What follows belongs to an exercise in optimizing a design on an open flow for small area; a production flow would make more cautious choices.
Function was checked by simulation only, so behaviour that the tests miss may differ from the original.
Power figures rest on the tool's default switching activity, not on a simulated workload.

## flow/design.v (module list and top-level ports; edited modules follow where they fit)
// module Controller: 797 lines
// module LoadPEMemory: 283 lines
// module SavePEOutput: 77 lines
// module AddressGenerator: 70 lines
// module NNDescriptionTableAccess: 13 lines
// module ControlUnitIntegrated: 385 lines
// module BufMem: 16 lines
// module NeuronArchitecture: 188 lines
module NeuronArchitecture(
  input         clock,
  input         reset,
  input         io_neuron_architecture_in_controller_reset,
  input         io_neuron_architecture_in_interconnect_new_datapoint_ready,
  input         io_neuron_architecture_in_interconnect_load_ready,
  input  [17:0] io_neuron_architecture_in_interconnect_memory_output,
  output [17:0] io_neuron_architecture_out_interconnect_loading_layer,
  output [17:0] io_neuron_architecture_out_interconnect_loading_activation,
  output        io_neuron_architecture_out_interconnect_load_request,
  output [17:0] io_neuron_architecture_out_interconnect_load_read_address,
  output        io_neuron_architecture_out_load_new_data_request,
  output        io_neuron_architecture_out_result_valid,
  output [17:0] io_neuron_architecture_out_result_address,
  output [17:0] io_neuron_architecture_out_result_data
);
  // ...
==> flow/nn_description_table.mem <==
1010
1111
1010
1000
0110
0100
0100
0011
0011
0010
0001
0
0
0
0
0
0
0
0
0
0
0
0
0
0
0
0
0
0
0
0
0
==> flow/sigmoidlut.mem <==
0001000001
0001000001
0001000001
0001000001
0001000001
0001000010
0001000010
0001000010
0001000010
0001000011
0001000011
0001000011
0001000011
0001000100
0001000100
0001000100
0001000100
0001000101
0001000101
0001000101
0001000101
0001000110
0001000110
0001000110
0001000110
0001000111
0001000111
0001000111
0001000111
0001001000
0001001000
0001001000
0001001000
0001001001
0001001001
0001001001
0001001001
0001001010
0001001010
0001001010
0001001010
0001001011
0001001011
0001001011
0001001011
0001001100
0001001100
0001001100
0001001100
0001001101
0001001101
0001001101
0001001101
0001001110
0001001110
0001001110
0001001110
0001001111
0001001111
0001001111
0001001111
0001001111
0001010000
0001010000
0001010000
0001010000
0001010001
0001010001
0001010001
0001010001
0001010010
0001010010
0001010010
0001010010
0001010011
0001010011
0001010011
0001010011
0001010011
0001010100
0001010100
0001010100
0001010100
0001010101
0001010101
0001010101
0001010101
0001010101
0001010110
0001010110
0001010110
0001010110
0001010111
0001010111
0001010111
0001010111
0001010111
0001011000
0001011000
0001011000
0001011000
0001011001
0001011001
0001011001
0001011001
0001011001
0001011010
0001011010
0001011010
0001011010
0001011010
0001011011
0001011011
0001011011
0001011011
0001011011
0001011100
0001011100
0001011100
0001011100
0001011100
0001011101
0001011101
0001011101
0001011101
0001011101
0001011110
0001011110
0001011110
0001011110
0001011110
0001011111
0001011111
0001011111
0001011111
0001011111
0001100000
0001100000
0001100000
0001100000
0001100000
0001100001
0001100001
0001100001
0001100001
0001100001
0001100001
0001100010
0001100010
0001100010
0001100010
0001100010
0001100011
0001100011
0001100011
0001100011
0001100011
0001100011
0001100100
0001100100
0001100100
0001100100
0001100100
0001100101
0001100101
0001100101
0001100101
0001100101
0001100101
0001100110
0001100110
0001100110
0001100110
0001100110
0001100110
0001100111
0001100111
0001100111
0001100111
0001100111
0001100111
0001100111
0001101000
0001101000
0001101000
0001101000
0001101000
0001101000
0001101001
0001101001
0001101001
0001101001
0001101001
0001101001
0001101001
0001101010
0001101010
0001101010
0001101010
0001101010
0001101010
0001101010
0001101011
0001101011
0001101011
0001101011
0001101011
0001101011
0001101011
0001101100
0001101100
0001101100
0001101100
0001101100
0001101100
0001101100
0001101101
0001101101
0001101101
0001101101
0001101101
0001101101
0001101101
0001101101
0001101110
0001101110
0001101110
0001101110
0001101110
0001101110
0001101110
0001101110
0001101111
0001101111
0001101111
0001101111
0001101111
0001101111
0001101111
0001101111
0001101111
0001110000
0001110000
0001110000
0001110000
0001110000
0001110000
0001110000
0001110000
0001110000
0001110001
0001110001
0001110001
0001110001
0001110001
0001110001
0001110001
0001110001
0001110001
0001110010
0001110010
0001110010
0001110010
0001110010
0001110010
0001110010
0001110010
0001110010
0001110010
0001110011
0001110011
0001110011
0001110011
0001110011
0001110011
0001110011
0001110011
0001110011
0001110011
0001110011
0001110100
0001110100
0001110100
0001110100
0001110100
0001110100
0001110100
0001110100
0001110100
0001110100
0001110100
0001110101
0001110101
0001110101
0001110101
0001110101
0001110101
0001110101
0001110101
0001110101
0001110101
0001110101
0001110101
0001110110
0001110110
0001110110
0001110110
0001110110
0001110110
0001110110
0001110110
0001110110
0001110110
0001110110
0001110110
0001110110
0001110111
0001110111
0001110111
0001110111
0001110111
0001110111
0001110111
0001110111
0001110111
0001110111
0001110111
0001110111
0001110111
0001110111
0001110111
0001111000
0001111000
0001111000
0001111000
0001111000
0001111000
0001111000
0001111000
0001111000
0001111000
0001111000
0001111000
0001111000
0001111000
0001111000
0001111000
0001111001
0001111001
0001111001
0001111001
0001111001
0001111001
0001111001
0001111001
0001111001
0001111001
0001111001
0001111001
0001111001
0001111001
0001111001
0001111001
0001111001
0001111001
0001111010
0001111010
0001111010
0001111010
0001111010
0001111010
0001111010
0001111010
0001111010
0001111010
0001111010
0001111010
0001111010
0001111010
0001111010
0001111010
0001111010
0001111010
0001111010
0001111010
0001111010
0001111011
0001111011
0001111011
0001111011
0001111011
0001111011
0001111011
0001111011
0001111011
0001111011
0001111011
0001111011
0001111011
0001111011
0001111011
0001111011
0001111011
0001111011
0001111011
0001111011
0001111011
0001111011
0001111011
0001111011
0001111100
0001111100
0001111100
0001111100
0001111100
0001111100
0001111100
0001111100
0001111100
0001111100
0001111100
0001111100
0001111100
0001111100
0001111100
0001111100
0001111100
0001111100
0001111100
0001111100
0001111100
0001111100
0001111100
0001111100
0001111100
0001111100
0001111100
0001111100
0001111100
0001111100
0001111101
0001111101
0001111101
0001111101
0001111101
0001111101
0001111101
0001111101
0001111101
0001111101
0001111101
0001111101
0001111101
0001111101
0001111101
0001111101
0001111101
0001111101
0001111101
0001111101
0001111101
0001111101
0001111101
0001111101
0001111101
0001111101
0001111101
0001111101
0001111101
0001111101
0001111101
0001111101
0001111101
0001111101
0001111101
0001111101
0001111101
0001111101
0001111110
0001111110
0001111110
0001111110
0001111110
0001111110
0001111110
0001111110
0001111110
0001111110
0001111110
0001111110
0001111110
0001111110
0001111110
0001111110
0001111110
0001111110
0001111110
0001111110
0001111110
0001111110
0001111110
0001111110
0001111110
0001111110
0001111110
0001111110
0001111110
0001111110
0001111110
0001111110
0001111110
0001111110
0000000011
0000000011
0000000011
0000000011
0000000011
0000000011
0000000011
0000000011
0000000011
0000000011
0000000011
0000000011
0000000011
0000000011
0000000011
0000000011
0000000011
0000000011
0000000011
0000000011
0000000011
0000000011
0000000011
0000000011
0000000011
0000000011
0000000011
0000000011
0000000011
0000000011
0000000011
0000000011
0000000011
0000000011
0000000011
0000000100
0000000100
0000000100
0000000100
0000000100
0000000100
0000000100
0000000100
0000000100
0000000100
0000000100
0000000100
0000000100
0000000100
0000000100
0000000100
0000000100
0000000100
0000000100
0000000100
0000000100
0000000100
0000000100
0000000100
0000000100
0000000100
0000000100
0000000100
0000000100
0000000100
0000000100
0000000100
0000000100
0000000100
0000000100
0000000100
0000000100
0000000100
0000000101
0000000101
0000000101
0000000101
0000000101
0000000101
0000000101
0000000101
0000000101
0000000101
0000000101
0000000101
0000000101
0000000101
0000000101
0000000101
0000000101
0000000101
0000000101
0000000101
0000000101
0000000101
0000000101
0000000101
0000000101
0000000101
0000000101
0000000101
0000000101
0000000101
0000000110
0000000110
0000000110
0000000110
0000000110
0000000110
0000000110
0000000110
0000000110
0000000110
0000000110
0000000110
0000000110
0000000110
0000000110
0000000110
0000000110
0000000110
0000000110
0000000110
0000000110
0000000110
0000000110
0000000110
0000000111
0000000111
0000000111
0000000111
0000000111
0000000111
0000000111
0000000111
0000000111
0000000111
0000000111
0000000111
0000000111
0000000111
0000000111
0000000111
0000000111
0000000111
0000000111
0000000111
0000000111
0000001000
0000001000
0000001000
0000001000
0000001000
0000001000
0000001000
0000001000
0000001000
0000001000
0000001000
0000001000
0000001000
0000001000
0000001000
0000001000
0000001000
0000001000
0000001001
0000001001
0000001001
0000001001
0000001001
0000001001
0000001001
0000001001
0000001001
0000001001
0000001001
0000001001
0000001001
0000001001
0000001001
0000001001
0000001010
0000001010
0000001010
0000001010
0000001010
0000001010
0000001010
0000001010
0000001010
0000001010
0000001010
0000001010
0000001010
0000001010
0000001010
0000001011
0000001011
0000001011
0000001011
0000001011
0000001011
0000001011
0000001011
0000001011
0000001011
0000001011
0000001011
0000001011
0000001100
0000001100
0000001100
0000001100
0000001100
0000001100
0000001100
0000001100
0000001100
0000001100
0000001100
0000001100
0000001101
0000001101
0000001101
0000001101
0000001101
0000001101
0000001101
0000001101
0000001101
0000001101
0000001101
0000001110
0000001110
0000001110
0000001110
0000001110
0000001110
0000001110
0000001110
0000001110
0000001110
0000001110
0000001111
0000001111
0000001111
0000001111
0000001111
0000001111
0000001111
0000001111
0000001111
0000001111
0000010000
0000010000
0000010000
0000010000
0000010000
0000010000
0000010000
0000010000
0000010000
0000010001
0000010001
0000010001
0000010001
0000010001
0000010001
0000010001
0000010001
0000010001
0000010010
0000010010
0000010010
0000010010
0000010010
0000010010
0000010010
0000010010
0000010010
0000010011
0000010011
0000010011
0000010011
0000010011
0000010011
0000010011
0000010011
0000010100
0000010100
0000010100
0000010100
0000010100
0000010100
0000010100
0000010100
0000010101
0000010101
0000010101
0000010101
0000010101
0000010101
0000010101
0000010110
0000010110
0000010110
0000010110
0000010110
0000010110
0000010110
0000010111
0000010111
0000010111
0000010111
0000010111
0000010111
0000010111
0000011000
0000011000
0000011000
0000011000
0000011000
0000011000
0000011000
0000011001
0000011001
0000011001
0000011001
0000011001
0000011001
0000011010
0000011010
0000011010
0000011010
0000011010
0000011010
0000011010
0000011011
0000011011
0000011011
0000011011
0000011011
0000011011
0000011100
0000011100
0000011100
0000011100
0000011100
0000011100
0000011101
0000011101
0000011101
0000011101
0000011101
0000011110
0000011110
0000011110
0000011110
0000011110
0000011110
0000011111
0000011111
0000011111
0000011111
0000011111
0000100000
0000100000
0000100000
0000100000
0000100000
0000100000
0000100001
0000100001
0000100001
0000100001
0000100001
0000100010
0000100010
0000100010
0000100010
0000100010
0000100011
0000100011
0000100011
0000100011
0000100011
0000100100
0000100100
0000100100
0000100100
0000100100
0000100101
0000100101
0000100101
0000100101
0000100101
0000100110
0000100110
0000100110
0000100110
0000100110
0000100111
0000100111
0000100111
0000100111
0000100111
0000101000
0000101000
0000101000
0000101000
0000101000
0000101001
0000101001
0000101001
0000101001
0000101010
0000101010
0000101010
0000101010
0000101010
0000101011
0000101011
0000101011
0000101011
0000101100
0000101100
0000101100
0000101100
0000101100
0000101101
0000101101
0000101101
0000101101
0000101110
0000101110
0000101110
0000101110
0000101110
0000101111
0000101111
0000101111
0000101111
0000110000
0000110000
0000110000
0000110000
0000110001
0000110001
0000110001
0000110001
0000110010
0000110010
0000110010
0000110010
0000110010
0000110011
0000110011
0000110011
0000110011
0000110100
0000110100
0000110100
0000110100
0000110101
0000110101
0000110101
0000110101
0000110110
0000110110
0000110110
0000110110
0000110111
0000110111
0000110111
0000110111
0000111000
0000111000
0000111000
0000111000
0000111001
0000111001
0000111001
0000111001
0000111010
0000111010
0000111010
0000111010
0000111011
0000111011
0000111011
0000111011
0000111100
0000111100
0000111100
0000111100
0000111101
0000111101
0000111101
0000111101
0000111110
0000111110
0000111110
0000111110
0000111111
0000111111
0000111111
0000111111
0001000000
0001000000
0001000000
0001000000
==> flow/run.sh <==
#!/bin/bash
# synth_recipe.tcl (not shown) runs the flow's synth.tcl, then flattens the netlist and writes it again
# the make line also repeats each setting of config.mk as NAME=value (left out here)
make -C /OpenROAD-flow-scripts/flow DESIGN_CONFIG=/design/flow/config.mk WORK_HOME=/design/flow/orfs CLKGATE_MAP_FILE= SYNTH_SCRIPT=/design/flow/synth_recipe.tcl finish
==> flow/config.mk <==
export PLATFORM = sky130hd
export DESIGN_NAME = NeuronArchitecture
export DESIGN_NICKNAME = NeuronArchitecture
export VERILOG_FILES = /design/flow/design.v
export SDC_FILE = /design/flow/constraint.sdc
export NUM_CORES = 4
export LEC_CHECK = 0
export ABC_AREA = 1
export CAP_MARGIN = 20
export CORE_MARGIN = 2
export CORE_UTILIZATION = 40
export SLEW_MARGIN = 20
export SYNTH_MEMORY_MAX_BITS = 16384
==> flow/constraint.sdc <==
create_clock -name core_clock -period 12.0 [get_ports {clock}]
set_input_delay 2.4000 -clock core_clock [delete_from_list [all_inputs] [get_ports {clock}]]
set_output_delay 2.4000 -clock core_clock [all_outputs]
set_load 0.01 [all_outputs]
==> reports/qor.txt, run 1 <==
============================================================================================
Top metal layer carrying routed signals                                                 met5
Static leakage                                                                       75.9 nW
Post-synth ARST share                                                                      0
Source of the worst hold timing path                                            control_unit.controller.write_memoryUnits_3[0]
Setup repair after global routing missed its margin                                       no
Busiest metal layer after global routing                                                met2
Post-DR wirelength/cell                                                              22.8 um
WL final                                                                              546 mm
Timing-limited maximum frequency                                                    89.7 MHz
Grt ovf                                                                                    0
Buffer count from post-CTS setup fixing                                                    0
Period utilisation layout                                                              0.929
Post-Layout Cell Count                                                                23,900
Outcome                                                             timing/DRC/antenna clean
Adder-Cell Fraction of Synth Area                                                      0.147
Clk root buf                                                                    sky130_fd_sc_hd__clkbuf_16
Number of instances in the placed design                                              23,300
Endpoint type of the worst setup path                                               register
Fraction of met3 tracks used by global routing                                        0.0350
Num ports                                                                                116
Kind of start point of the critical path                                            register
Part of the power in the clock network                                                 0.401
Basic-gate share of the synthesized area counting and, or, nand and nor cells          0.156
Largest contributor to cell area by class                                          registers
Met2 capacity usage during global routing                                              0.374
============================================================================================
==> module LoadPEMemory, before the edit <==
module LoadPEMemory(
  input         clock,
  input         reset,
  input         io_load_pe_memory_in_load_initial_weights,
  input         io_load_pe_memory_in_load_datapoint,
  input         io_load_pe_memory_in_load_new_request,
  input         io_load_pe_memory_in_load_data_from_buffer,
  input         io_load_pe_memory_in_load_same_data,
  input  [17:0] io_load_pe_memory_in_loading_layer,
  input  [17:0] io_load_pe_memory_in_loading_length,
  input  [17:0] io_load_pe_memory_in_loading_activations_0,
  input  [17:0] io_load_pe_memory_in_loading_activations_1,
  input  [17:0] io_load_pe_memory_in_loading_activations_2,
  input  [17:0] io_load_pe_memory_in_loading_activations_3,
  input  [1:0]  io_load_pe_memory_in_write_memoryUnits_0,
  input  [1:0]  io_load_pe_memory_in_write_memoryUnits_1,
  input  [1:0]  io_load_pe_memory_in_write_memoryUnits_2,
  input  [1:0]  io_load_pe_memory_in_write_memoryUnits_3,
  input         io_load_pe_memory_in_weight_buffer_load_request,
  input  [17:0] io_load_pe_memory_in_buffer_memory_output,
  input         io_load_pe_memory_in_new_datapoint_ready,
  input         io_load_pe_memory_in_interconnect_load_ready,
  input  [17:0] io_load_pe_memory_in_interconnect_memory_output,
  output        io_load_pe_memory_out_load_initial_weights_complete,
  output        io_load_pe_memory_out_load_datapoint_complete,
  output        io_load_pe_memory_out_load_buffer_weight_memory_complete,
  output        io_load_pe_memory_out_datapoint_memory_write_enable,
  output [17:0] io_load_pe_memory_out_datapoint_memory_write_data,
  output [17:0] io_load_pe_memory_out_datapoint_memory_write_address,
  output [17:0] io_load_pe_memory_out_buffer_memory_write_address,
  output [17:0] io_load_pe_memory_out_weight_buffer_memory_write_data,
  output [17:0] io_load_pe_memory_out_weight_buffer_memory_write_address,
  output [17:0] io_load_pe_memory_out_interconnect_loading_layer,
  output [17:0] io_load_pe_memory_out_interconnect_loading_activation,
  output        io_load_pe_memory_out_interconnect_load_request,
  output [17:0] io_load_pe_memory_out_interconnect_load_read_address,
  output        io_load_pe_memory_out_load_new_data_request,
  output [1:0]  io_load_pe_memory_out_write_memoryUnits_0,
  output [1:0]  io_load_pe_memory_out_write_memoryUnits_1,
  output [1:0]  io_load_pe_memory_out_write_memoryUnits_2,
  output [1:0]  io_load_pe_memory_out_write_memoryUnits_3
);
  reg [1:0] write_memoryUnits_l_0;  
  reg [1:0] write_memoryUnits_l_1;  
  reg [1:0] write_memoryUnits_l_2;  
  reg [1:0] write_memoryUnits_l_3;  
  reg [1:0] copy_buffer_state;  
  reg [17:0] current_copy_address2;  
  reg [17:0] current_save_address2;  
  reg [17:0] loading_length;  
  reg  load_datapoint_complete;  
  reg [17:0] current_copy_address;  
  reg [17:0] current_save_address;  
  reg [1:0] current_state;  
  reg [17:0] current_pe;  
  wire [1:0] previous_pe;  
  wire  weight_loading;  
  assign previous_pe = current_pe[1:0] - 2'h1;
  assign weight_loading = current_state == 2'h2;
  assign io_load_pe_memory_out_write_memoryUnits_0 = weight_loading & previous_pe == 2'h0 ? write_memoryUnits_l_0 : 2'h0;  
  assign io_load_pe_memory_out_write_memoryUnits_1 = weight_loading & previous_pe == 2'h1 ? write_memoryUnits_l_1 : 2'h0;  
  assign io_load_pe_memory_out_write_memoryUnits_2 = weight_loading & previous_pe == 2'h2 ? write_memoryUnits_l_2 : 2'h0;  
  assign io_load_pe_memory_out_write_memoryUnits_3 = weight_loading & previous_pe == 2'h3 ? write_memoryUnits_l_3 : 2'h0;  
  reg  load_initial_weights_complete;  
  reg  load_buffer_weight_memory_complete;  
  reg [17:0] loading_layer;  
  wire [17:0] _GEN_1 = io_load_pe_memory_in_load_initial_weights | io_load_pe_memory_in_weight_buffer_load_request ?
    io_load_pe_memory_in_loading_length : loading_length;  
  wire [17:0] _next_pe_T_1 = current_pe + 18'h1;  
  wire [1:0] _GEN_4 = 2'h1 == current_pe[1:0] ? write_memoryUnits_l_1 :
    write_memoryUnits_l_0;  
  wire [1:0] _GEN_5 = 2'h2 == current_pe[1:0] ? write_memoryUnits_l_2 : _GEN_4;  
  wire [1:0] _GEN_6 = 2'h3 == current_pe[1:0] ? write_memoryUnits_l_3 : _GEN_5;  
  wire  _GEN_7 = io_load_pe_memory_in_load_initial_weights | load_initial_weights_complete;  
  wire  _GEN_8 = io_load_pe_memory_in_load_initial_weights ? load_buffer_weight_memory_complete : 1'h1;  
  wire [17:0] _GEN_10 = 2'h1 == current_pe[1:0] ? io_load_pe_memory_in_loading_activations_1 :
    io_load_pe_memory_in_loading_activations_0;  
  wire [17:0] _GEN_11 = 2'h2 == current_pe[1:0] ? io_load_pe_memory_in_loading_activations_2 : _GEN_10;  
  wire [17:0] _GEN_12 = 2'h3 == current_pe[1:0] ? io_load_pe_memory_in_loading_activations_3 : _GEN_11;  
  wire [17:0] _GEN_13 = io_load_pe_memory_in_load_initial_weights ? 18'h2 : loading_layer;  
  wire [17:0] _GEN_63 = 2'h1 == current_state ? _next_pe_T_1 : 18'h0;  
  wire [17:0] next_pe = 2'h0 == current_state ? 18'h0 : _GEN_63;  
  wire [17:0] _GEN_14 = io_load_pe_memory_in_load_initial_weights ? next_pe : _GEN_12;  
  wire [1:0] _GEN_16 = io_load_pe_memory_in_interconnect_load_ready ? 2'h2 : current_state;  
  wire [17:0] _GEN_17 = io_load_pe_memory_in_interconnect_load_ready ? _next_pe_T_1 : current_pe;  
  wire [17:0] _GEN_19 = io_load_pe_memory_in_interconnect_load_ready ? 18'h0 : _GEN_13;  
  wire [17:0] _GEN_20 = io_load_pe_memory_in_interconnect_load_ready ? 18'h0 : _GEN_14;  
  wire  _GEN_21 = io_load_pe_memory_in_interconnect_load_ready ? 1'h0 : 1'h1;  
  wire [17:0] _GEN_25 = _GEN_6 == 2'h0 ? 18'h0 : _GEN_19;  
  wire [17:0] _GEN_26 = _GEN_6 == 2'h0 ? 18'h0 : _GEN_20;  
  wire  _GEN_27 = _GEN_6 == 2'h0 ? 1'h0 : _GEN_21;  
  wire [17:0] _current_copy_address_T_1 = current_copy_address + 18'h1;  
  wire  _T_7 = current_copy_address == loading_length;  
  wire  _T_8 = current_pe == 18'h4;  
  wire  _GEN_38 = _T_8 ? _GEN_7 : load_initial_weights_complete;  
  wire  _GEN_39 = _T_8 ? _GEN_8 : load_buffer_weight_memory_complete;  
  wire [1:0] _GEN_40 = _T_8 ? 2'h3 : 2'h1;  
  wire  _GEN_41 = _T_7 ? _GEN_38 : load_initial_weights_complete;  
  wire  _GEN_42 = _T_7 ? _GEN_39 : load_buffer_weight_memory_complete;  
  wire [1:0] _GEN_43 = _T_7 ? _GEN_40 : 2'h2;  
  wire [1:0] _GEN_44 = ~io_load_pe_memory_in_load_initial_weights & ~io_load_pe_memory_in_weight_buffer_load_request ? 2'h0
     : current_state;  
  wire  _GEN_46 = 2'h3 == current_state ? 1'h0 : load_initial_weights_complete;  
  wire  _GEN_47 = 2'h3 == current_state ? 1'h0 : load_buffer_weight_memory_complete;  
  wire [1:0] _GEN_48 = 2'h3 == current_state ? _GEN_44 : current_state;  
  wire [17:0] _GEN_50 = 2'h2 == current_state ? current_copy_address : 18'h0;  
  wire [17:0] _GEN_51 = 2'h2 == current_state ? current_save_address : 18'h0;  
  wire [17:0] _GEN_56 = 2'h2 == current_state ? io_load_pe_memory_in_interconnect_memory_output : 18'h0;  
  wire [17:0] _GEN_66 = 2'h1 == current_state ? 18'h0 : _GEN_50;  
  wire [17:0] _GEN_67 = 2'h1 == current_state ? 18'h0 : _GEN_51;  
  wire [17:0] _GEN_72 = 2'h1 == current_state ? 18'h0 : _GEN_56;  
  wire [17:0] _GEN_76 = 2'h1 == current_state ? _GEN_25 : 18'h0;  
  wire [17:0] _GEN_77 = 2'h1 == current_state ? _GEN_26 : 18'h0;  
  wire  _GEN_78 = 2'h1 == current_state & _GEN_27;  
  wire [17:0] _GEN_88 = 2'h0 == current_state ? 18'h0 : _GEN_66;  
  wire [17:0] _GEN_90 = 2'h0 == current_state ? _GEN_1 : loading_length;  
  wire  _T_13 = io_load_pe_memory_in_load_new_request & io_load_pe_memory_in_load_datapoint;  
  wire [17:0] _GEN_105 = io_load_pe_memory_in_load_data_from_buffer ? current_copy_address2 : 18'h0;  
  wire [17:0] _GEN_106 = io_load_pe_memory_in_load_data_from_buffer ? io_load_pe_memory_in_buffer_memory_output :
    io_load_pe_memory_in_interconnect_memory_output;  
  wire [17:0] _GEN_107 = io_load_pe_memory_in_load_data_from_buffer ? _GEN_88 : current_copy_address2;  
  wire [17:0] _current_copy_address2_T_1 = current_copy_address2 + 18'h1;  
  wire  _GEN_108 = current_copy_address2 == loading_length | load_datapoint_complete;  
  wire  _T_19 = ~io_load_pe_memory_in_load_datapoint;  
  wire [1:0] _GEN_110 = ~io_load_pe_memory_in_load_datapoint ? 2'h0 : copy_buffer_state;  
  wire  _GEN_112 = 2'h2 == copy_buffer_state ? 1'h0 : load_datapoint_complete;  
  wire [17:0] _GEN_113 = 2'h2 == copy_buffer_state ? 18'h0 : _GEN_88;  
  wire  _GEN_117 = 2'h1 == copy_buffer_state ? 1'h0 : _T_13;  
  wire [17:0] _GEN_119 = 2'h1 == copy_buffer_state ? _GEN_105 : 18'h0;  
  wire [17:0] _GEN_120 = 2'h1 == copy_buffer_state ? _GEN_106 : 18'h0;  
  wire [17:0] _GEN_121 = 2'h1 == copy_buffer_state ? _GEN_107 : _GEN_113;  
  wire [17:0] _GEN_122 = 2'h1 == copy_buffer_state ? current_save_address2 : 18'h0;  
  wire  _GEN_126 = 2'h1 == copy_buffer_state ? _GEN_108 : _GEN_112;  
  wire  _GEN_139 = 2'h0 == copy_buffer_state ? load_datapoint_complete : _GEN_126;  
  wire  _GEN_140 = io_load_pe_memory_in_load_same_data & io_load_pe_memory_in_load_datapoint | _GEN_139;  
  assign io_load_pe_memory_out_load_initial_weights_complete = load_initial_weights_complete;  
  assign io_load_pe_memory_out_load_datapoint_complete = load_datapoint_complete;  
  assign io_load_pe_memory_out_load_buffer_weight_memory_complete = load_buffer_weight_memory_complete;  
  assign io_load_pe_memory_out_datapoint_memory_write_enable = 2'h0 == copy_buffer_state ? 1'h0 : 2'h1 ==
    copy_buffer_state;  
  assign io_load_pe_memory_out_datapoint_memory_write_data = 2'h0 == copy_buffer_state ? 18'h0 : _GEN_120;  
  assign io_load_pe_memory_out_datapoint_memory_write_address = 2'h0 == copy_buffer_state ? 18'h0 : _GEN_122;  
  assign io_load_pe_memory_out_buffer_memory_write_address = 2'h0 == copy_buffer_state ? 18'h0 : _GEN_119;  
  assign io_load_pe_memory_out_weight_buffer_memory_write_data = 2'h0 == current_state ? 18'h0 : _GEN_72;  
  assign io_load_pe_memory_out_weight_buffer_memory_write_address = 2'h0 == current_state ? 18'h0 : _GEN_67;  
  assign io_load_pe_memory_out_interconnect_loading_layer = 2'h0 == current_state ? 18'h0 : _GEN_76;  
  assign io_load_pe_memory_out_interconnect_loading_activation = 2'h0 == current_state ? 18'h0 : _GEN_77;  
  assign io_load_pe_memory_out_interconnect_load_request = 2'h0 == current_state ? 1'h0 : _GEN_78;  
  assign io_load_pe_memory_out_interconnect_load_read_address = 2'h0 == copy_buffer_state ? _GEN_88 : _GEN_121;  
  assign io_load_pe_memory_out_load_new_data_request = 2'h0 == copy_buffer_state ? _T_13 : _GEN_117;  
  always @(posedge clock) begin
    if (reset) begin  
      copy_buffer_state <= 2'h0;  
    end else if (2'h0 == copy_buffer_state) begin  
      if (io_load_pe_memory_in_load_data_from_buffer | io_load_pe_memory_in_new_datapoint_ready) begin  
        copy_buffer_state <= 2'h1;  
      end
    end else if (2'h1 == copy_buffer_state) begin  
      if (current_copy_address2 == loading_length) begin  
        copy_buffer_state <= 2'h2;  
      end
    end else if (2'h2 == copy_buffer_state) begin  
      copy_buffer_state <= _GEN_110;
    end
    if (reset) begin  
      current_copy_address2 <= 18'h0;  
    end else if (2'h0 == copy_buffer_state) begin  
      current_copy_address2 <= 18'h0;  
    end else if (2'h1 == copy_buffer_state) begin  
      current_copy_address2 <= _current_copy_address2_T_1;  
    end
    if (reset) begin  
      current_save_address2 <= 18'h0;  
    end else if (2'h0 == copy_buffer_state) begin  
      current_save_address2 <= 18'h0;  
    end else if (2'h1 == copy_buffer_state) begin  
      current_save_address2 <= current_copy_address2;  
    end
    if (reset) begin  
      loading_length <= 18'h0;  
    end else if (2'h0 == copy_buffer_state) begin  
      if (io_load_pe_memory_in_load_data_from_buffer | io_load_pe_memory_in_new_datapoint_ready) begin  
        loading_length <= io_load_pe_memory_in_loading_length;  
      end else begin
        loading_length <= _GEN_90;
      end
    end else begin
      loading_length <= _GEN_90;
    end
    if (reset) begin  
      load_datapoint_complete <= 1'h0;  
    end else if (_T_19) begin  
      load_datapoint_complete <= 1'h0;  
    end else begin
      load_datapoint_complete <= _GEN_140;
    end
    if (reset) begin  
      current_copy_address <= 18'h0;  
    end else if (!(2'h0 == current_state)) begin  
      if (2'h1 == current_state) begin  
        current_copy_address <= 18'h0;  
      end else if (2'h2 == current_state) begin  
        current_copy_address <= _current_copy_address_T_1;  
      end
    end
    if (reset) begin  
      current_save_address <= 18'h0;  
    end else if (!(2'h0 == current_state)) begin  
      if (2'h1 == current_state) begin  
        current_save_address <= 18'h0;  
      end else if (2'h2 == current_state) begin  
        current_save_address <= current_copy_address;  
      end
    end
    if (reset) begin  
      current_state <= 2'h0;  
    end else if (2'h0 == current_state) begin  
      if (io_load_pe_memory_in_load_initial_weights | io_load_pe_memory_in_weight_buffer_load_request) begin  
        current_state <= 2'h1;  
      end
    end else if (2'h1 == current_state) begin  
      if (_GEN_6 == 2'h0) begin  
        current_state <= 2'h3;  
      end else begin
        current_state <= _GEN_16;
      end
    end else if (2'h2 == current_state) begin  
      current_state <= _GEN_43;
    end else begin
      current_state <= _GEN_48;
    end
    if (reset) begin  
      current_pe <= 18'h0;  
    end else if (2'h0 == current_state) begin  
      current_pe <= 18'h0;  
    end else if (2'h1 == current_state) begin  
      if (!(_GEN_6 == 2'h0)) begin  
        current_pe <= _GEN_17;
      end
    end
    if (reset) begin  
      load_initial_weights_complete <= 1'h0;  
    end else if (2'h0 == current_state) begin  
      load_initial_weights_complete <= 1'h0;  
    end else if (2'h1 == current_state) begin  
      if (_GEN_6 == 2'h0) begin  
        load_initial_weights_complete <= _GEN_7;
      end
    end else if (2'h2 == current_state) begin  
      load_initial_weights_complete <= _GEN_41;
    end else begin
      load_initial_weights_complete <= _GEN_46;
    end
    if (reset) begin  
      load_buffer_weight_memory_complete <= 1'h0;  
    end else if (2'h0 == current_state) begin  
      load_buffer_weight_memory_complete <= 1'h0;  
    end else if (2'h1 == current_state) begin  
      if (_GEN_6 == 2'h0) begin  
        load_buffer_weight_memory_complete <= _GEN_8;
      end
    end else if (2'h2 == current_state) begin  
      load_buffer_weight_memory_complete <= _GEN_42;
    end else begin
      load_buffer_weight_memory_complete <= _GEN_47;
    end
    if (reset) begin  
      loading_layer <= 18'h0;  
    end else if (2'h0 == current_state) begin  
      if (io_load_pe_memory_in_load_initial_weights | io_load_pe_memory_in_weight_buffer_load_request) begin  
        loading_layer <= io_load_pe_memory_in_loading_layer;  
      end
    end
  end
  always @(posedge clock) begin
    if (2'h0 == current_state & (io_load_pe_memory_in_load_initial_weights | io_load_pe_memory_in_weight_buffer_load_request)) begin  
      write_memoryUnits_l_0 <= io_load_pe_memory_in_write_memoryUnits_0;  
      write_memoryUnits_l_1 <= io_load_pe_memory_in_write_memoryUnits_1;  
      write_memoryUnits_l_2 <= io_load_pe_memory_in_write_memoryUnits_2;  
      write_memoryUnits_l_3 <= io_load_pe_memory_in_write_memoryUnits_3;  
    end
  end
endmodule
==> module SavePEOutput, before the edit <==
module SavePEOutput(
  input         clock,
  input         reset,
  input         io_save_pe_output_in_save_data_request,
  input  [17:0] io_save_pe_output_in_current_buffer_memory_pointer,
  input  [17:0] io_save_pe_output_in_PE_outputs_0,
  input  [17:0] io_save_pe_output_in_PE_outputs_1,
  input  [17:0] io_save_pe_output_in_PE_outputs_2,
  input  [17:0] io_save_pe_output_in_PE_outputs_3,
  output        io_save_pe_output_out_save_data_complete,
  output        io_save_pe_output_out_buffer_memory_write_enable,
  output [17:0] io_save_pe_output_out_buffer_memory_write_address,
  output [17:0] io_save_pe_output_out_buffer_memory_write_data,
  output [1:0]  io_save_stage
);
  reg [17:0] current_save_stage;  
  reg [1:0] curr_state;  
  reg  save_data_complete;  
  reg [17:0] buffer_memory_pointer;  
  reg [17:0] max_iter;  
  wire [17:0] _max_iter_T_1 = 18'h4 - 18'h1;  
  wire [17:0] _current_save_stage_T_1 = current_save_stage + 18'h1;  
  wire [17:0] _io_save_pe_output_out_buffer_memory_write_address_T_1 = buffer_memory_pointer + current_save_stage;  
  wire [17:0] _GEN_5 = io_save_pe_output_in_PE_outputs_0;
  assign io_save_stage = current_save_stage[1:0];
  wire  _GEN_6 = current_save_stage == max_iter | save_data_complete;  
  wire [1:0] _GEN_8 = ~io_save_pe_output_in_save_data_request ? 2'h0 : curr_state;  
  wire [17:0] _GEN_15 = 2'h1 == curr_state ? _io_save_pe_output_out_buffer_memory_write_address_T_1 : 18'h0;  
  wire [17:0] _GEN_16 = 2'h1 == curr_state ? _GEN_5 : 18'h0;  
  assign io_save_pe_output_out_save_data_complete = save_data_complete;  
  assign io_save_pe_output_out_buffer_memory_write_enable = 2'h0 == curr_state ? 1'h0 : 2'h1 == curr_state;  
  assign io_save_pe_output_out_buffer_memory_write_address = 2'h0 == curr_state ? 18'h0 : _GEN_15;  
  assign io_save_pe_output_out_buffer_memory_write_data = 2'h0 == curr_state ? 18'h0 : _GEN_16;  
  always @(posedge clock) begin
    if (reset) begin  
      current_save_stage <= 18'h0;  
    end else if (2'h0 == curr_state) begin  
      current_save_stage <= 18'h0;  
    end else if (2'h1 == curr_state) begin  
      current_save_stage <= _current_save_stage_T_1;  
    end
    if (reset) begin  
      curr_state <= 2'h0;  
    end else if (2'h0 == curr_state) begin  
      if (io_save_pe_output_in_save_data_request) begin  
        curr_state <= 2'h1;  
      end
    end else if (2'h1 == curr_state) begin  
      if (current_save_stage == max_iter) begin  
        curr_state <= 2'h2;  
      end
    end else if (2'h2 == curr_state) begin  
      curr_state <= _GEN_8;
    end
    if (reset) begin  
      save_data_complete <= 1'h0;  
    end else if (2'h0 == curr_state) begin  
      save_data_complete <= 1'h0;  
    end else if (2'h1 == curr_state) begin  
      save_data_complete <= _GEN_6;
    end else if (2'h2 == curr_state) begin  
      save_data_complete <= io_save_pe_output_in_save_data_request;  
    end
    if (reset) begin  
      buffer_memory_pointer <= 18'h0;  
    end else if (2'h0 == curr_state) begin  
      if (io_save_pe_output_in_save_data_request) begin  
        buffer_memory_pointer <= io_save_pe_output_in_current_buffer_memory_pointer;  
      end
    end
    if (reset) begin  
      max_iter <= 18'h0;  
    end else if (2'h0 == curr_state) begin  
      max_iter <= _max_iter_T_1;  
    end
  end
endmodule
==> module AddressGenerator, before the edit <==
module AddressGenerator(
  input         clock,
  input         reset,
  input  [1:0]  io_address_generator_in_memoryUnits_0,
  input  [1:0]  io_address_generator_in_memoryUnits_1,
  input  [1:0]  io_address_generator_in_memoryUnits_2,
  input  [1:0]  io_address_generator_in_memoryUnits_3,
  input  [17:0] io_address_generator_in_max_iteration,
  input         io_address_generator_in_address_valid,
  input         io_address_generator_in_enable_valid,
  input         io_address_generator_in_reset,
  output [17:0] io_address_generator_out_Address,
  output [1:0]  io_address_generator_out_read_enables_0,
  output [1:0]  io_address_generator_out_read_enables_1,
  output [1:0]  io_address_generator_out_read_enables_2,
  output [1:0]  io_address_generator_out_read_enables_3,
  output        io_address_generator_out_bias_valid,
  output        io_address_generator_out_neuron_reset,
  output        io_address_generator_out_address_generation_complete
);
  reg [17:0] Address;  
  reg  address_generation_complete;  
  wire [17:0] _T_1 = io_address_generator_in_max_iteration - 18'h1;  
  wire [17:0] _Address_T_1 = Address + 18'h1;  
  wire  _T_5 = Address == _T_1;  
  wire  _GEN_4 = Address == io_address_generator_in_max_iteration ? 1'h0 : address_generation_complete;  
  wire  _GEN_7 = Address == _T_1 ? 1'h0 : 1'h1;  
  wire [17:0] _GEN_9 = Address == _T_1 ? _Address_T_1 : Address;  
  wire  _GEN_10 = Address == _T_1 | _GEN_4;  
  wire  _GEN_11 = Address < _T_1 ? 1'h0 : _GEN_7;  
  wire  _GEN_12 = Address < _T_1 ? 1'h0 : _T_5;  
  wire  _GEN_15 = io_address_generator_in_reset | _GEN_11;  
  wire  _GEN_16 = io_address_generator_in_reset ? 1'h0 : _GEN_12;  
  assign io_address_generator_out_Address = Address;  
  assign io_address_generator_out_read_enables_0 = io_address_generator_in_enable_valid ?
    io_address_generator_in_memoryUnits_0 : 2'h0;  
  assign io_address_generator_out_read_enables_1 = io_address_generator_in_enable_valid ?
    io_address_generator_in_memoryUnits_1 : 2'h0;  
  assign io_address_generator_out_read_enables_2 = io_address_generator_in_enable_valid ?
    io_address_generator_in_memoryUnits_2 : 2'h0;  
  assign io_address_generator_out_read_enables_3 = io_address_generator_in_enable_valid ?
    io_address_generator_in_memoryUnits_3 : 2'h0;  
  assign io_address_generator_out_bias_valid = io_address_generator_in_address_valid & _GEN_16;  
  assign io_address_generator_out_neuron_reset = io_address_generator_in_address_valid ? _GEN_15 : 1'h1;  
  assign io_address_generator_out_address_generation_complete = address_generation_complete;  
  always @(posedge clock) begin
    if (reset) begin  
      Address <= 18'h0;  
    end else if (io_address_generator_in_address_valid | io_address_generator_in_reset) begin  
      if (io_address_generator_in_reset) begin  
        Address <= 18'h0;  
      end else if (Address < _T_1) begin  
        Address <= _Address_T_1;  
      end else begin
        Address <= _GEN_9;
      end
    end
    if (reset) begin  
      address_generation_complete <= 1'h0;  
    end else if (io_address_generator_in_address_valid | io_address_generator_in_reset) begin  
      if (io_address_generator_in_reset) begin  
        address_generation_complete <= 1'h0;  
      end else if (Address < _T_1) begin  
        address_generation_complete <= 1'h0;  
      end else begin
        address_generation_complete <= _GEN_10;
      end
    end
  end
endmodule
==> run 2, diff against run 1 <==
--- a/flow/design.v
+++ b/flow/design.v
@@ -46,34 +46,34 @@
   reg [1:0] read_memoryUnits_3;  
   reg  address_generator_address_valid;  
   reg  address_generator_enable_valid;  
   reg  address_generator_reset;  
   reg [1:0] write_memoryUnits_0;  
   reg [1:0] write_memoryUnits_1;  
   reg [1:0] write_memoryUnits_2;  
   reg [1:0] write_memoryUnits_3;  
-  reg [17:0] loading_activations_0;  
-  reg [17:0] loading_activations_1;  
-  reg [17:0] loading_activations_2;  
-  reg [17:0] loading_activations_3;  
+  reg [4:0] loading_activations_0;  
+  reg [4:0] loading_activations_1;  
+  reg [4:0] loading_activations_2;  
+  reg [4:0] loading_activations_3;  
   reg  weight_buffer_load_request;  
   reg [3:0] curr_state;  
-  reg [17:0] current_layer;  
-  reg [17:0] iteration_layer;  
-  reg [17:0] loading_layer;  
-  reg [17:0] max_layer;  
-  reg [17:0] current_layer_total_activations;  
-  reg [17:0] current_layer_current_activation;  
-  reg [17:0] current_layer_next_activation;  
-  reg [17:0] current_buffer_memory_pointer;  
-  reg [17:0] current_loading_activation;  
-  reg [17:0] next_loading_activation;  
-  reg [17:0] loading_layer_total_activations;  
-  reg [17:0] current_layer_max_computations;  
+  reg [4:0] current_layer;  
+  reg [4:0] iteration_layer;  
+  reg [4:0] loading_layer;  
+  reg [4:0] max_layer;  
+  reg [4:0] current_layer_total_activations;  
+  reg [4:0] current_layer_current_activation;  
+  reg [4:0] current_layer_next_activation;  
+  reg [4:0] current_buffer_memory_pointer;  
+  reg [4:0] current_loading_activation;  
+  reg [4:0] next_loading_activation;  
+  reg [4:0] loading_layer_total_activations;  
+  reg [4:0] current_layer_max_computations;  
   reg [1:0] current_read_memory_usage;  
   reg [1:0] previous_read_memory_usage;  
   reg  load_initial_weights;  
   reg  load_weight_buffer_signal;  
   wire  _T_4 = current_layer == max_layer;  
   wire  _T_5 = current_layer_current_activation > current_layer_total_activations;  
   wire [17:0] _current_layer_T_1 = current_layer + 18'h1;  
   wire [17:0] _GEN_3 = _T_5 ? _current_layer_T_1 : current_layer;  
@@ -837,35 +837,35 @@
   output [1:0]  io_load_pe_memory_out_write_memoryUnits_2,
   output [1:0]  io_load_pe_memory_out_write_memoryUnits_3
 );
   reg [1:0] write_memoryUnits_l_0;  
   reg [1:0] write_memoryUnits_l_1;  
   reg [1:0] write_memoryUnits_l_2;  
   reg [1:0] write_memoryUnits_l_3;  
   reg [1:0] copy_buffer_state;  
-  reg [17:0] current_copy_address2;  
-  reg [17:0] current_save_address2;  
-  reg [17:0] loading_length;  
+  reg [4:0] current_copy_address2;  
+  reg [4:0] current_save_address2;  
+  reg [4:0] loading_length;  
   reg  load_datapoint_complete;  
-  reg [17:0] current_copy_address;  
-  reg [17:0] current_save_address;  
+  reg [4:0] current_copy_address;  
+  reg [4:0] current_save_address;  
   reg [1:0] current_state;  
-  reg [17:0] current_pe;  
+  reg [2:0] current_pe;  
   wire [1:0] previous_pe;  
   wire  weight_loading;  
   assign previous_pe = current_pe[1:0] - 2'h1;
   assign weight_loading = current_state == 2'h2;
   assign io_load_pe_memory_out_write_memoryUnits_0 = weight_loading & previous_pe == 2'h0 ? write_memoryUnits_l_0 : 2'h0;  
   assign io_load_pe_memory_out_write_memoryUnits_1 = weight_loading & previous_pe == 2'h1 ? write_memoryUnits_l_1 : 2'h0;  
   assign io_load_pe_memory_out_write_memoryUnits_2 = weight_loading & previous_pe == 2'h2 ? write_memoryUnits_l_2 : 2'h0;  
   assign io_load_pe_memory_out_write_memoryUnits_3 = weight_loading & previous_pe == 2'h3 ? write_memoryUnits_l_3 : 2'h0;  
   reg  load_initial_weights_complete;  
   reg  load_buffer_weight_memory_complete;  
-  reg [17:0] loading_layer;  
+  reg [4:0] loading_layer;  
   wire [17:0] _GEN_1 = io_load_pe_memory_in_load_initial_weights | io_load_pe_memory_in_weight_buffer_load_request ?
     io_load_pe_memory_in_loading_length : loading_length;  
   wire [17:0] _next_pe_T_1 = current_pe + 18'h1;  
   wire [1:0] _GEN_4 = 2'h1 == current_pe[1:0] ? write_memoryUnits_l_1 :
     write_memoryUnits_l_0;  
   wire [1:0] _GEN_5 = 2'h2 == current_pe[1:0] ? write_memoryUnits_l_2 : _GEN_4;  
   wire [1:0] _GEN_6 = 2'h3 == current_pe[1:0] ? write_memoryUnits_l_3 : _GEN_5;  
   wire  _GEN_7 = io_load_pe_memory_in_load_initial_weights | load_initial_weights_complete;  
@@ -1088,21 +1088,21 @@
   input  [17:0] io_save_pe_output_in_PE_outputs_2,
   input  [17:0] io_save_pe_output_in_PE_outputs_3,
   output        io_save_pe_output_out_save_data_complete,
   output        io_save_pe_output_out_buffer_memory_write_enable,
   output [17:0] io_save_pe_output_out_buffer_memory_write_address,
   output [17:0] io_save_pe_output_out_buffer_memory_write_data,
   output [1:0]  io_save_stage
 );
-  reg [17:0] current_save_stage;  
+  reg [2:0] current_save_stage;  
   reg [1:0] curr_state;  
   reg  save_data_complete;  
-  reg [17:0] buffer_memory_pointer;  
-  reg [17:0] max_iter;  
+  reg [4:0] buffer_memory_pointer;  
+  reg [1:0] max_iter;  
   wire [17:0] _max_iter_T_1 = 18'h4 - 18'h1;  
   wire [17:0] _current_save_stage_T_1 = current_save_stage + 18'h1;  
   wire [17:0] _io_save_pe_output_out_buffer_memory_write_address_T_1 = buffer_memory_pointer + current_save_stage;  
   wire [17:0] _GEN_5 = io_save_pe_output_in_PE_outputs_0;
   assign io_save_stage = current_save_stage[1:0];
   wire  _GEN_6 = current_save_stage == max_iter | save_data_complete;  
   wire [1:0] _GEN_8 = ~io_save_pe_output_in_save_data_request ? 2'h0 : curr_state;  
   wire [17:0] _GEN_15 = 2'h1 == curr_state ? _io_save_pe_output_out_buffer_memory_write_address_T_1 : 18'h0;  
@@ -1170,17 +1170,17 @@
   output [1:0]  io_address_generator_out_read_enables_0,
   output [1:0]  io_address_generator_out_read_enables_1,
   output [1:0]  io_address_generator_out_read_enables_2,
   output [1:0]  io_address_generator_out_read_enables_3,
   output        io_address_generator_out_bias_valid,
   output        io_address_generator_out_neuron_reset,
   output        io_address_generator_out_address_generation_complete
 );
-  reg [17:0] Address;  
+  reg [4:0] Address;  
   reg  address_generation_complete;  
   wire [17:0] _T_1 = io_address_generator_in_max_iteration - 18'h1;  
   wire [17:0] _Address_T_1 = Address + 18'h1;  
   wire  _T_5 = Address == _T_1;  
   wire  _GEN_4 = Address == io_address_generator_in_max_iteration ? 1'h0 : address_generation_complete;  
   wire  _GEN_7 = Address == _T_1 ? 1'h0 : 1'h1;  
   wire [17:0] _GEN_9 = Address == _T_1 ? _Address_T_1 : Address;  
   wire  _GEN_10 = Address == _T_1 | _GEN_4;  
==> reports/qor.txt, run 2 <==
==========================================================================================
Peak VDD IR                                                                         114 uV
Post-DR wirelength/cell                                                            22.7 um   -0.64%
Timing-limited maximum frequency                                                  88.9 MHz   -0.90%
Cell at the slowest stage of the critical path                                sky130_fd_sc_hd__o311ai_1
Most used cells in the layout excluding fill and tap cells                    sky130_fd_sc_hd__nand2_1, sky130_fd_sc_hd__edfxtp_1, sky130_fd_sc_hd__inv_1
Post-cts repair resize count                                                             0
Data required time at the worst endpoint                                          12.69 ns
Clock tree skew after final layout                                               0.0871 ns
CTS sink count                                                                       3,001
Initial cell density of the core                                                     0.401
Maximum fanout encountered on the critical timing path                                 267
YS warnings                                                                              7
Number of endpoints failing setup at the final stage                                     0
Final worst hold slack                                                            0.417 ns
Most instantiated library cell after synthesis                                sky130_fd_sc_hd__nand2_1
Post-detailed-route DRC marker count                                                     0
Setup repair after global routing missed its margin                                     no
Clk root buf                                                                  sky130_fd_sc_hd__clkbuf_16
Path class of the lowest-slack min-delay path                                 register to register
Critical path's largest stage delay                                                0.82 ns
Grt ovf                                                                                  0   unchanged
Hpwl dp                                                                             314 mm
Outcome                                                           timing/DRC/antenna clean
Time the final worst path needs with I/O delays and setup                         11.24 ns
Number of antenna-violating nets in the routed design                                    0
Final Net Count                                                                     17,400
Insertion delay of the later-clocked pin in the worst-skew pair                    0.98 ns
Vias/cell                                                                             5.40
Post-synth top area cell                                                      sky130_fd_sc_hd__edfxtp_1
Port Buffers                                                                            53
Count of final hold-check violations                                                     0
Period utilisation layout                                                            0.937   +0.00844
Synthesis-stage register bit count                                                   3,001
Largest cells by area after synthesis                                         sky130_fd_sc_hd__edfxtp_1, sky130_fd_sc_hd__fa_1, sky130_fd_sc_hd__nand2_1, sky130_fd_sc_hd__inv_1, sky130_fd_sc_hd__nor2_1
Distinct cell type count of the synthesized netlist                                     70
Longest Clk Path Bufs                                                                    4
Number of instances in the placed design                                            21,000   -9.6%
Global-route wire length before repair                                              735 mm
Number of hold buffers added after CTS                                                   0
Commonest cells post-synth                                                    sky130_fd_sc_hd__nand2_1, sky130_fd_sc_hd__edfxtp_1, sky130_fd_sc_hd__inv_1, sky130_fd_sc_hd__nor2_1, sky130_fd_sc_hd__nand3_1
Height of the die                                                                   648 um
Endpoint type of the worst setup path                                             register
Area of the die                                                                 0.419 mm^2
GRT Overall Usage                                                                    0.232
Synth Area per Inst                                                              10.4 um^2
H-tree depth                                                                             5
Critical path class                                                           register to register
Area fraction of the dominant cell type after synthesis                              0.499
Most common cell after layout, fill and taps aside                            sky130_fd_sc_hd__nand2_1
Kind of start point of the critical path                                          register
Setup TNS                                                                             0 ns
Count of flip-flops with a built-in enable after synthesis                           2,753
Primary flip-flop cell chosen by synthesis mapping                            sky130_fd_sc_hd__edfxtp_1
Final slew viol count                                                                    0
WL final                                                                            491 mm   -10%
TritonCTS clock tree                                                                   yes
Clock edge transition at the registers on the reported setup and hold paths        0.06 ns
Worst endpoint data arrival time                                                  11.94 ns
Count of vias placed by the detailed router                                        117,000
Core Footprint                                                                  0.413 mm^2
Post-Layout Cell Count                                                              21,600   -9.6%
Number of antenna violations at the first check in global routing                        8
Static leakage                                                                     72.2 nW   -4.9%
Power per Cell Area                                                            130 mW/mm^2
Vias in the first global route                                                     114,000
GPL Wtd Cong                                                                         0.901
Num ports                                                                              116   unchanged
Layout overhead on the synthesized area                                              10.4%
Number of max-cap violations                                                             0
Total standard cell area after synthesis                                        0.166 mm^2
Actual transition at the worst max-transition pin                                  1.13 ns
Synthesized instance count                                                          15,900
Layout cells sized above 1                                                          0.0677
Number of iterations in the first detailed-routing pass                                  9
Normalized max-slew margin                                                           0.241
Post-synth ARST share                                                                    0   unchanged
Horizontal die dimension                                                            648 um
Final Core Density                                                                   0.443
Filler Cells Inserted                                                               38,500
Pin count of the biggest net entering global routing                                   268
Buffer count from post-CTS setup fixing                                                  0   unchanged
Crit-path most repeated cell                                                  sky130_fd_sc_hd__nand2_1
Number of buffers inserted during clock tree synthesis                                 323
Initial drt markers                                                                 11,900
Sequential cell area fraction in the yosys report                                    0.529
# rows                                                                                 236
==========================================================================================
## run 2: cell count changes after synthesis, sizes merged, moves of 101 or more
cell / delta
dfxtp: -199
nand3: -101
nand2: -283
o21ai: -157
xor2: -105
nor2: -375
## run 2: per-stage QoR
stage	instance area [um^2]	worst slack [ns]	power, mW
global route	183000	0.173	24.6
detailed placement	173000	1.00	14.2
floorplan	166000	2.49	13.2
CTS	183000	0.960	23.9
finish	183000	0.756	23.8
global placement	172000	1.07	14.2
## run 2: kinds of logic (layout without fill, tap and decap cells)
| logic type | after synthesis | in the layout | share of synthesized area |
|---|---|---|---|
| buffers and inverters | 2934 | 3078 | 0.0749 |
| AND/OR/NAND/NOR | 5949 | 5949 | 0.145 |
| other | 1 | 65 | 0.0000226 |
| multiplexers | 2 | 2 | 0.000121 |
| XOR/XNOR | 149 | 149 | 0.00788 |
| AO/OA/AOI/OAI | 2416 | 2416 | 0.0862 |
| adder cells (fa/ha/maj) | 1495 | 1495 | 0.157 |
| flip-flops | 3001 | 3001 | 0.529 |
## run 2: routing by layer
metal  vias to the layer above  track usage  routed length, um
met1                     58200        0.324             209000
li1                      53100            -                  -
met4                         0       0.0791              17900
met3                       793       0.0346              39200
met2                      4691        0.370             225000
met5                         -            0                  0
## run 2: critical path, delay by kind of cell (launching register included)
family / cells / cell delay (ns)
AO/OA/AOI/OAI: 12 / 3.06
XOR/XNOR: 1 / 0.20
adder cells (fa/ha/maj): 8 / 3.48
buffers and inverters: 9 / 1.74
flip-flops: 1 / 0.67
AND/OR/NAND/NOR: 12 / 1.69
## run 2: layout make-up
type / count / area, um^2 / share of cell area
inverter: 2062 / 7790 / 0.0426
sequential: 3001 / 87600 / 0.479
timing repair buffer: 431 / 3840 / 0.0210
multi-input combinational: 10100 / 66400 / 0.363
clock buffer: 403 / 8550 / 0.0467
antenna: 3 / 7.51 / 0.0000410
tap: 5474 / 6850 / 0.0375
clock inverter: 182 / 1770 / 0.00969
## run 2: power breakdown
part | internal (mW) | leakage (nW) | switching, mW
Combinational | 0.556 | 39.8 | 1.83
Sequential | 11.5 | 27.4 | 0.0897
Clock | 5.55 | 5.02 | 4.26
## run 2: path summary, 6_finish.rpt
check,startpoint,to,slack (ns),depth (start not counted)
hold reg to reg,control_unit.controller.write_memoryUnits_3[1],register,0.42,0
setup reg to reg,register,acc1_0[9],0.76,42
setup / recovery,register,acc1_0[9],0.76,42
hold / removal,control_unit.controller.write_memoryUnits_3[1],register,0.42,0

==> afterwards: timing with drivers on the ports <==
The results above use ideal ports. As a check the final layouts listed here were re-extracted and re-timed, cells and wires unchanged.
Step 1 sets driving cells, clkbuf_16 on the clock port and buf_2 on the other inputs (assumed; they add their load-dependent delay and slew).
Step 2 adds t to the input delays and takes it off the output delays; t is the mean of the earliest and latest rising clock arrival at the registers after step 1. Input paths then give back, and output paths get back, about the clock's delay inside the block.
Three values: ideal, step 1, step 2; two values: the first two.
run	t, ns	setup WS [ns]	worst hold slack (ns)	worst register clock-pin slew, ns	worst data-port slew with drivers (ns)
run 1	1.035	0.857 / 0.857 / 0.857	0.403 / 0.403 / 0.403	0.07 / 0.07	0.12
run 2	1.036	0.756 / 0.756 / 0.756	0.417 / 0.417 / 0.417	0.08 / 0.08	0.09
After both steps every run listed still meets setup and hold.
